Context: an optimization exercise on an open-source flow, tuned for small area and a short achievable clock period. The choices shown serve that exercise and are no tape-out recipe.
RTL that was checked went through simulation tests only; none was proved equivalent to the original.
No activity file was given, so power comes from the tool's default toggle rates.

## cpu_top
module cpu_top (
    input  logic clk,
    input  logic rst,
    input  logic activate,  
    input  logic isolate,   
    output logic [31:0] imem_addr,
    input  logic [15:0] imem_data,
    output logic [31:0] dmem_addr,
    output logic        dmem_wren,
    output logic        dmem_rden,
    output logic [31:0] dmem_wrdata,
    input  logic [31:0] dmem_rddata
);
Size: roughly 4300 cells after synthesis, about 610 flip-flops, roughly 150 I/O pins, roughly 39000 um2 of cells after synthesis.
clock: 14.0 ns
lec_check: 0
cap_margin: 20
core_margin: 2
core_utilization: 50
slew_margin: 20
standard.sh (not shown) runs the stock make flow with config.mk's settings and CLKGATE_MAP_FILE= SYNTH_SCRIPT=/design/flow/synth_recipe.tcl, a recipe that flattens the netlist after the stock synthesis.
==> flow/flow/run.sh <==
#!/bin/bash
# Standard ORFS layout (the standard.sh, unchanged synthesis), with the
# timing repair steps asked to leave setup slack margin so that they
# optimise for a shorter period than the 14 ns constraint.
set -euo pipefail
bash standard.sh SETUP_SLACK_MARGIN=10.4 finish > standard_flow.log 2>&1
Rerun with:
--- a/flow/config.mk
+++ b/flow/config.mk
@@ -10,0 +11,2 @@
+export CTS_CLUSTER_DIAMETER = 60
+export CTS_CLUSTER_SIZE = 30
Result:
- The new run passed the timing, DRC and antenna checks
- wire length went down by a few percent
- sequential share of layout area came out higher by 1.3 points
- design area went down by a few percent
- sequential power hardly moves
- area after synthesis stays the same
- power is lower by a little under a tenth
- count of clock-buffer cells in the layout shrinks by 28
- via count came out lower by a few percent
- maximum frequency goes up slightly
- core utilization shrinks by 2.9 points
- global-route usage fell by 1.0 points
No run of this note included a check of the RTL's function; only the layout flow was run.

cpu_top, a different RTL version from the one above (not shown whole).
For scale: about 600 flip-flops, roughly 150 I/O pins, ~0.038 mm2 of cells after synthesis.
clock: 14.0 ns
lec_check: 0
cap_margin: 20
core_margin: 2
core_utilization: 50
slew_margin: 20
tns_end_percent: 5
==> flow/flow/run.sh <==
#!/bin/bash
# Standard ORFS layout (the standard.sh, unchanged synthesis), with the
# timing repair steps asked to leave setup slack margin so that they
# optimise for a shorter period than the 14 ns constraint, and the port
# buffers made as plain buf_2 cells (the resizer still sizes them).
set -euo pipefail
bash standard.sh SETUP_SLACK_MARGIN=10.4 \
  "BUFFER_PORTS_ARGS=-buffer_cell sky130_fd_sc_hd__buf_2" finish > standard_flow.log 2>&1
The first run went through all stages and came out clean.
==> next run, changes <==
==> flow/flow/run.sh (replaced) <==
#!/bin/bash
# Standard ORFS layout (the standard.sh, unchanged synthesis), with the
# timing repair steps asked to leave setup slack margin so that they
# optimise for a shorter period than the 14 ns constraint.
set -euo pipefail
bash standard.sh SETUP_SLACK_MARGIN=9.7 finish > standard_flow.log 2>&1
The changed run ran to the end with no violations. Area after synthesis does not change. Critical path depth goes up by 3. Final cell count goes down by 3.1%. Register-to-register slack degrades by 320 ps. Die area is unchanged. Utilization goes down by 3.8 points. Sequential cell count is unchanged. Setup slack degrades by 320 ps.
==> next run, changes <==
--- a/flow/flow/run.sh
+++ b/flow/flow/run.sh
@@ -5,2 +5,2 @@
 set -euo pipefail
-bash standard.sh SETUP_SLACK_MARGIN=9.7 finish > standard_flow.log 2>&1
+bash standard.sh SETUP_SLACK_MARGIN=10.4 finish > standard_flow.log 2>&1
=>
- hold slack barely changes
- power increases by 3.4%
- clock skew fell by 4.2 ps
- sequential share of layout area shrinks by 1.6 points
- cell area goes up by 6.0%
- sequential cell count stays the same
- cell count grows by 2.6%
- die area does not change
- area after synthesis stays the same
- critical path depth drops by 12

Another version of the RTL of cpu_top (not shown whole).
For scale: ~5200 cells after synthesis, ~620 flip-flops, roughly 150 I/O pins, roughly 0.038 sq mm of cells after synthesis.
==> flow/config.mk <==
export PLATFORM = sky130hd
export DESIGN_NAME = cpu_top
export DESIGN_NICKNAME = cpu_top
export VERILOG_FILES = /design/flow/design.v
export SDC_FILE = /design/flow/constraint.sdc
export NUM_CORES = 4
export LEC_CHECK = 0
export ABC_AREA = 1
export CAP_MARGIN = 20
export CORE_MARGIN = 2
export CORE_UTILIZATION = 50
export CTS_BUF_LIST = sky130_fd_sc_hd__clkbuf_8
export SLEW_MARGIN = 20
export TNS_END_PERCENT = 5
==> flow/constraint.sdc <==
create_clock -name core_clock -period 14.0 [get_ports {clk}]
set_input_delay 2.8000 -clock core_clock [delete_from_list [all_inputs] [get_ports {clk}]]
set_output_delay 2.8000 -clock core_clock [all_outputs]
set_load 0.01 [all_outputs]
==> flow/flow/run.sh <==
#!/bin/bash
# Standard ORFS layout (the standard.sh, unchanged synthesis), with the
# timing repair steps asked to leave setup slack margin so that they
# optimise for a shorter period than the 14 ns constraint, and the port
# buffers made as plain buf_2 cells (the resizer still sizes them).
set -euo pipefail
bash standard.sh SETUP_SLACK_MARGIN=10.4 \
  "BUFFER_PORTS_ARGS=-buffer_cell sky130_fd_sc_hd__buf_2" finish > standard_flow.log 2>&1
Change:
--- a/flow/config.mk
+++ b/flow/config.mk
@@ -11,3 +11,4 @@
 export CORE_UTILIZATION = 50
-export CTS_BUF_LIST = sky130_fd_sc_hd__clkbuf_8
+export CTS_CLUSTER_DIAMETER = 100
+export CTS_CLUSTER_SIZE = 20
 export SLEW_MARGIN = 20
Outcome: Global-route usage drops by 0.55 points. Core utilization came out lower by 2.5 points. Die area is unchanged. Design area falls by 4.4%. Count of clock-buffer cells in the layout went down by 61. Power shrinks by 10%. Via count shrinks by 2.0%. Worst setup slack gets better by 0.043 ns. Sequential power is about the same.
Change:
--- a/flow/config.mk
+++ b/flow/config.mk
@@ -10,5 +10,3 @@
 export CORE_MARGIN = 2
-export CORE_UTILIZATION = 50
-export CTS_CLUSTER_DIAMETER = 100
-export CTS_CLUSTER_SIZE = 20
+export CORE_UTILIZATION = 40
 export SLEW_MARGIN = 20
Outcome: The changed run ran to the end with no violations. Global-route usage shrinks by 7.0 points. Design area grows by about 4%. Final cell count grows by about 5%. Die area grows by 25%. Via count grows by 0.58%.
Change:
--- a/flow/config.mk
+++ b/flow/config.mk
@@ -7,6 +7,5 @@
 export LEC_CHECK = 0
-export ABC_AREA = 1
 export CAP_MARGIN = 20
 export CORE_MARGIN = 2
-export CORE_UTILIZATION = 40
+export CORE_UTILIZATION = 50
 export SLEW_MARGIN = 20
Setup slack degrades by 0.14 ns; cell count went down by 25%; combinational power climbs by 22%; wire length climbs by 1.5%.
Change:
--- a/flow/config.mk
+++ b/flow/config.mk
@@ -7,2 +7,3 @@
 export LEC_CHECK = 0
+export ABC_AREA = 1
 export CAP_MARGIN = 20
@@ -11,2 +12,2 @@
 export SLEW_MARGIN = 20
-export TNS_END_PERCENT = 5
+export TNS_END_PERCENT = 0
Non-clock buffer count falls by 37; final area went down by 1.1%; wire length is lower by 3.4%; power drops by 5.7%; first-iteration DRC count grows by 7.0%; sequential cell count is unchanged.

== job 8961 ==
cpu_top again, from the RTL that the note above started with.
export LEC_CHECK = 0
export ABC_AREA = 1
export CAP_MARGIN = 20
export CORE_MARGIN = 2
export CORE_UTILIZATION = 50
export CTS_CLUSTER_DIAMETER = 70
export CTS_CLUSTER_SIZE = 30
export SLEW_MARGIN = 20
export TNS_END_PERCENT = 5
create_clock -name core_clock -period 14.0 [get_ports {clk}]
Scripts as last shown in full above: flow/flow/run.sh
Job 8961 reached the end of the flow, and the finished layout is clean on the timing, DRC and antenna checks.
The inputs of job 2106 differ from those of job 8961 as listed below.
# job 8961
export LEC_CHECK = 0
export ABC_AREA = 1
export CAP_MARGIN = 20
export CORE_MARGIN = 2
export CORE_UTILIZATION = 50
export CTS_CLUSTER_DIAMETER = 70
export CTS_CLUSTER_SIZE = 30
export SLEW_MARGIN = 20
export TNS_END_PERCENT = 5
create_clock -name core_clock -period 14.0 [get_ports {clk}]
# job 2106
export LEC_CHECK = 0
export ABC_AREA = 1
export CAP_MARGIN = 20
export CORE_MARGIN = 2
export CORE_UTILIZATION = 50
export SLEW_MARGIN = 20
export TNS_END_PERCENT = 5
create_clock -name core_clock -period 14.0 [get_ports {clk}]
-- flow/flow/run.sh --
<<< job 8961, line 6
set -euo pipefail
bash standard.sh SETUP_SLACK_MARGIN=10.4 \
  "BUFFER_PORTS_ARGS=-buffer_cell sky130_fd_sc_hd__buf_2" finish > standard_flow.log 2>&1
>>> job 2106, line 6
set -euo pipefail
bash standard.sh SETUP_SLACK_MARGIN=10.0 \
  "BUFFER_PORTS_ARGS=-buffer_cell sky130_fd_sc_hd__buf_2" finish > standard_flow.log 2>&1
## What came out
- Per the final summary, job 2106 finished and its layout is clean on timing, DRC and antenna.
- [compare] base=job 8961 new=job 2106: power density relative to cell area shows an increase of 9.1%; final critical-path share of the clock period shows an increase of 0.79 points; total design power shows an increase of about 9%; combined area of the multi-input logic cells shows a reduction of 130 sq um.
- Between job 2106 and job 8961, the difference in met2 track utilization from global routing is negligible.
- Setup slack of the most critical reg-to-reg path in job 2106 vs job 8961: down 0.31 ns
- Setup-violating endpoint count in the final report delta (job 2106 -> job 8961): insignificant
- Diff job 8961 -> job 2106: signed area change from the synthesized netlist to the final layout has remained practically unchanged; sequential share of layout area has decreased.
Edits applied to the flow inputs when going from job 2106 to job 487:
-- flow/flow/run.sh --
<<< job 2106, line 6
set -euo pipefail
bash standard.sh SETUP_SLACK_MARGIN=10.0 \
  "BUFFER_PORTS_ARGS=-buffer_cell sky130_fd_sc_hd__buf_2" finish > standard_flow.log 2>&1
>>> job 487, line 6
set -euo pipefail
bash standard.sh SETUP_SLACK_MARGIN=10.4 \
  "BUFFER_PORTS_ARGS=-buffer_cell sky130_fd_sc_hd__buf_2" finish > standard_flow.log 2>&1
--- outcome ---
Sequential cell fraction of total power (higher): job 2106. Job 487 | stages: all done | timing, DRC, antenna: all pass. Job 2106 was carried through to the last stage, and its layout satisfied the timing, DRC and antenna checks. Source of the critical timing path: exo_mem[7] -> job 2106, exo_mem[14] -> job 487. Hold slack across job 487 and job 2106: no real change. Going from job 2106 to job 487, met1 track utilization from global routing higher, total power higher. Taking job 2106 as the reference, in job 487 final cell utilization of the core went up; first-pass GRT wire length went up; final design area excluding fillers went up; setup slack went up.
Inputs modified between job 487 and job 2404:
# job 487
export LEC_CHECK = 0
export ABC_AREA = 1
export CAP_MARGIN = 20
export CORE_MARGIN = 2
export CORE_UTILIZATION = 50
export SLEW_MARGIN = 20
export TNS_END_PERCENT = 5
create_clock -name core_clock -period 14.0 [get_ports {clk}]
# job 2404
export LEC_CHECK = 0
export ABC_AREA = 1
export CAP_MARGIN = 20
export CORE_MARGIN = 2
export CORE_UTILIZATION = 50
export CTS_CLUSTER_DIAMETER = 80
export CTS_CLUSTER_SIZE = 25
export SLEW_MARGIN = 20
export TNS_END_PERCENT = 5
create_clock -name core_clock -period 14.0 [get_ports {clk}]
Results
As of job 2404, first-pass GRT wire length had fallen slightly compared to job 487.
Worst setup path endpoint = dmem_addr[14]: job 487; worst setup path endpoint = dmem_addr[21]: job 2404
Diff job 487..job 2404 | count of flip-flops and latches | negligible
Job 2404 — met3 global-route usage 1.1 points lower, job 487 as reference
Diff job 487 -> job 2404: share of the final layout cell area in multi-input gates increased by 1.6 points relative to the old numbers, share of the cycle needed by the critical path after routing picked up an extra 0.42 points, count of vias placed by the detailed router dropped 0.97%, relative contribution of the clock network to total power shows a reduction of 8.4 points, fraction of final layout cells sized beyond drive strength 1 went down by 1.8 points.
Comparing job 2404 with job 487, the largest fanout on the critical path came out essentially unchanged.
Post-synthesis compound-gate area fraction essentially unchanged between job 2404 and job 487.

cpu_top, a different RTL version from the one above (not shown whole).
Size: ~620 flip-flops, about 150 I/O pins, ~38000 sq um of cells after synthesis.
==> flow/config.mk <==
export PLATFORM = sky130hd
export DESIGN_NAME = cpu_top
export DESIGN_NICKNAME = cpu_top
export VERILOG_FILES = /design/flow/design.v
export SDC_FILE = /design/flow/constraint.sdc
export NUM_CORES = 4
export LEC_CHECK = 0
export CAP_MARGIN = 20
export CORE_MARGIN = 2
export CORE_UTILIZATION = 50
export SLEW_MARGIN = 20
export TNS_END_PERCENT = 5
==> flow/constraint.sdc <==
create_clock -name core_clock -period 14.0 [get_ports {clk}]
set_input_delay 2.8000 -clock core_clock [delete_from_list [all_inputs] [get_ports {clk}]]
set_output_delay 2.8000 -clock core_clock [all_outputs]
set_load 0.01 [all_outputs]
==> flow/flow/run.sh <==
#!/bin/bash
# Standard ORFS layout (the standard.sh, unchanged synthesis), with the
# timing repair steps asked to leave setup slack margin so that they
# optimise for a shorter period than the 14 ns constraint, and the port
# buffers made as plain buf_2 cells (the resizer still sizes them).
set -euo pipefail
bash standard.sh SETUP_SLACK_MARGIN=10.8 \
  "BUFFER_PORTS_ARGS=-buffer_cell sky130_fd_sc_hd__buf_2" finish > standard_flow.log 2>&1
The baseline finished with timing, DRC and antenna clean.
Rerun with:
--- a/flow/flow/run.sh
+++ b/flow/flow/run.sh
@@ -6,3 +6,3 @@
 set -euo pipefail
-bash standard.sh SETUP_SLACK_MARGIN=10.8 \
+bash standard.sh SETUP_SLACK_MARGIN=10.4 \
   "BUFFER_PORTS_ARGS=-buffer_cell sky130_fd_sc_hd__buf_2" finish > standard_flow.log 2>&1
- ABC_AREA: not set -> 1
Effect: Wire length shrinks slightly. Clock skew grows by 0.027 ns. Cell area shrinks by a few percent. Setup slack degrades by 0.020 ns. Sequential share of layout area grows by 1.0 points. Flip-flop and latch count is unchanged. Sequential power shrinks slightly. Maximum frequency shrinks slightly.

Another version of the RTL of cpu_top (not shown whole).
Size in the first run: roughly 610 flip-flops, about 150 I/O pins, roughly 0.038 mm^2 of cells after synthesis.
## cpu_top
module cpu_top (
    input  logic clk,
    input  logic rst,
    input  logic activate,  
    input  logic isolate,   
    output logic [31:0] imem_addr,
    input  logic [15:0] imem_data,
    output logic [31:0] dmem_addr,
    output logic        dmem_wren,
    output logic        dmem_rden,
    output logic [31:0] dmem_wrdata,
    input  logic [31:0] dmem_rddata
);
Settings: LEC_CHECK=0, CAP_MARGIN=20, CORE_MARGIN=2, CORE_UTILIZATION=30, SLEW_MARGIN=20; clock period 14.0 ns.
==> flow/flow/run.sh <==
#!/bin/bash
# Standard ORFS layout (the standard.sh, unchanged synthesis), with the
# timing repair steps asked to leave setup slack margin so that they
# optimise for a shorter period than the 14 ns constraint.
set -euo pipefail
bash standard.sh SETUP_SLACK_MARGIN=10 finish > standard_flow.log 2>&1
Then changed:
==> flow/run.sh (new file) <==
#!/bin/bash
# synth_recipe.tcl (not shown) runs the flow's synth.tcl, then flattens the netlist and writes it again
# the make line also repeats each setting of config.mk as NAME=value (left out here)
make -C /OpenROAD-flow-scripts/flow DESIGN_CONFIG=/design/flow/config.mk WORK_HOME=/design/flow/orfs CLKGATE_MAP_FILE= SYNTH_SCRIPT=/design/flow/synth_recipe.tcl finish
removed: flow/flow/run.sh
removed: flow/standard.sh
Outcome:
- The new run ran to the end with no violations
- routed wire length shrinks by roughly a tenth
- sequential cell count is unchanged
- hold slack stays flat
- cell count goes down by a few percent
- sequential share of layout area goes up by 2.8 points

== indigo ==
cpu_top with an RTL version that a note above also has.
Size: ~3900 cells after synthesis, about 620 flip-flops, ~38000 um^2 of cells after synthesis.
export LEC_CHECK = 0
export CAP_MARGIN = 20
export CORE_MARGIN = 2
export CORE_UTILIZATION = 50
export SLEW_MARGIN = 20
export TNS_END_PERCENT = 5
create_clock -name core_clock -period 14.0 [get_ports {clk}]
==> flow/flow/run.sh <==
#!/bin/bash
# Standard ORFS layout (the standard.sh, unchanged synthesis), with the
# timing repair steps asked to leave setup slack margin so that they
# optimise for a shorter period than the 14 ns constraint.
set -euo pipefail
bash standard.sh SETUP_SLACK_MARGIN=10.4 finish > standard_flow.log 2>&1
indigo went all the way through the flow, and no timing, DRC or antenna check failed.
diff inputs: indigo => amber
==> flow/flow/run.sh <==
#!/bin/bash
# Standard ORFS layout (the standard.sh, unchanged synthesis), with the
# timing repair steps asked to leave setup slack margin so that they
# optimise for a shorter period than the 14 ns constraint, and the port
# buffers made as plain buf_2 cells (the resizer still sizes them).
set -euo pipefail
bash standard.sh SETUP_SLACK_MARGIN=10.8 \
  "BUFFER_PORTS_ARGS=-buffer_cell sky130_fd_sc_hd__buf_2" finish > standard_flow.log 2>&1
--- a/flow/config.mk
+++ b/flow/config.mk
@@ -6,4 +6,5 @@
 export NUM_CORES = 4
 export LEC_CHECK = 0
+export ABC_AREA = 1
 export CAP_MARGIN = 20
 export CORE_MARGIN = 2
Findings:
On power: amber sits below indigo. For global-route wire length before repair, indigo and amber come out practically identical. For the register area share after synthesis, amber came in 0.22 points higher than indigo did. The area growth from synthesis to layout of amber falls short of that of indigo by 3.1 points. amber vs indigo on post-place setup slack: amber is the higher one. Post-route cell area, amber and indigo: larger value in indigo. In amber relative to indigo, number of non-clock inverters had gone up by more than 100%. In amber relative to indigo, number of clock buffer instances in the layout had gone down slightly. Vias: amber more than indigo. Delta (amber minus indigo): area share of and/or/nand/nor cells after synthesis up 14 points; HPWL reported at the end of detailed placement went down by 0.41%.
Changes in yarrow relative to amber:
--- a/flow/flow/run.sh
+++ b/flow/flow/run.sh
@@ -5,4 +5,4 @@
 # buffers made as plain buf_2 cells (the resizer still sizes them).
 set -euo pipefail
-bash standard.sh SETUP_SLACK_MARGIN=10.8 \
+bash standard.sh SETUP_SLACK_MARGIN=10.4 \
   "BUFFER_PORTS_ARGS=-buffer_cell sky130_fd_sc_hd__buf_2" finish > standard_flow.log 2>&1
--- a/flow/config.mk
+++ b/flow/config.mk
@@ -6,5 +6,4 @@
 export NUM_CORES = 4
 export LEC_CHECK = 0
-export ABC_AREA = 1
 export CAP_MARGIN = 20
 export CORE_MARGIN = 2
- The final reports for yarrow and amber show clock network power higher in the former.
- Between yarrow and amber, the worst hold-check slack does not differ in any meaningful way.
- From amber to yarrow the numbers moved as follows: overall routed net length went down by about 4.4%; overall power +5.3%; overall via count from detail_route lost 5226.

[port drivers added, routing unchanged]
In the flow no input, the clock included, has a driving cell. The finished layouts below were timed again as built, in two steps.
Step 1: set_driving_cell puts a clkbuf_16 on clk and a buf_2 on each other input, an assumption about the parent block.
Step 2 adds t to the input delays and takes it off the output delays; t is the mean of the earliest and latest rising clock arrival at the registers after step 1. Input paths then give back, and output paths get back, about the clock's delay inside the block.
a / b / c = ideal ports / drivers / drivers and shift; a / b = the first two.
run | t (ns) | setup WS [ns] | worst setup path after step 2
the first run of note 1 | 0.717 | 9.318 / 9.318 / 9.318 | register to register
the second run of note 1 | 0.730 | 9.357 / 9.357 / 9.357 | register to register
the first run of note 2 | 0.704 | 9.714 / 9.662 / 9.331 | input to register
the second run of note 2 | 0.688 | 9.393 / 9.349 / 8.984 | input to register
the third run of note 2 | 0.689 | 9.748 / 9.676 / 9.183 | input to register
the first run of note 3 | 0.821 | 9.937 / 9.872 / 9.426 | input to register
the second run of note 3 | 0.668 | 9.980 / 9.951 / 9.349 | input to register
the third run of note 3 | 0.722 | 9.919 / 9.844 / 9.346 | input to register
the fourth run of note 3 | 0.692 | 9.782 / 9.728 / 9.306 | input to register
the fifth run of note 3 | 0.715 | 10.034 / 9.958 / 9.380 | input to register
job 8961 | 0.677 | 10.037 / 9.967 / 9.415 | input to register
job 2106 | 0.714 | 9.926 / 9.851 / 9.394 | input to register
job 487 | 0.710 | 10.032 / 9.961 / 9.376 | input to register
job 2404 | 0.688 | 9.973 / 9.905 / 9.439 | input to register
the first run of note 5 | 0.709 | 9.914 / 9.867 / 9.225 | input to register
the second run of note 5 | 0.700 | 9.895 / 9.821 / 9.256 | input to register
the first run of note 6 | 0.730 | 9.333 / 9.333 / 8.843 | input to register
the second run of note 6 | 0.694 | 7.873 / 7.873 / 7.873 | register to register
indigo | 0.704 | 9.833 / 9.835 / 9.168 | input to register
amber | 0.690 | 9.979 / 9.911 / 9.234 | input to register
yarrow | 0.704 | 9.901 / 9.896 / 9.234 | input to register
After both steps setup and hold are still met in every run listed. For amber, which loses most, drivers alone change the setup slack by -0.068 ns; drivers and shift together by -0.745 ns.
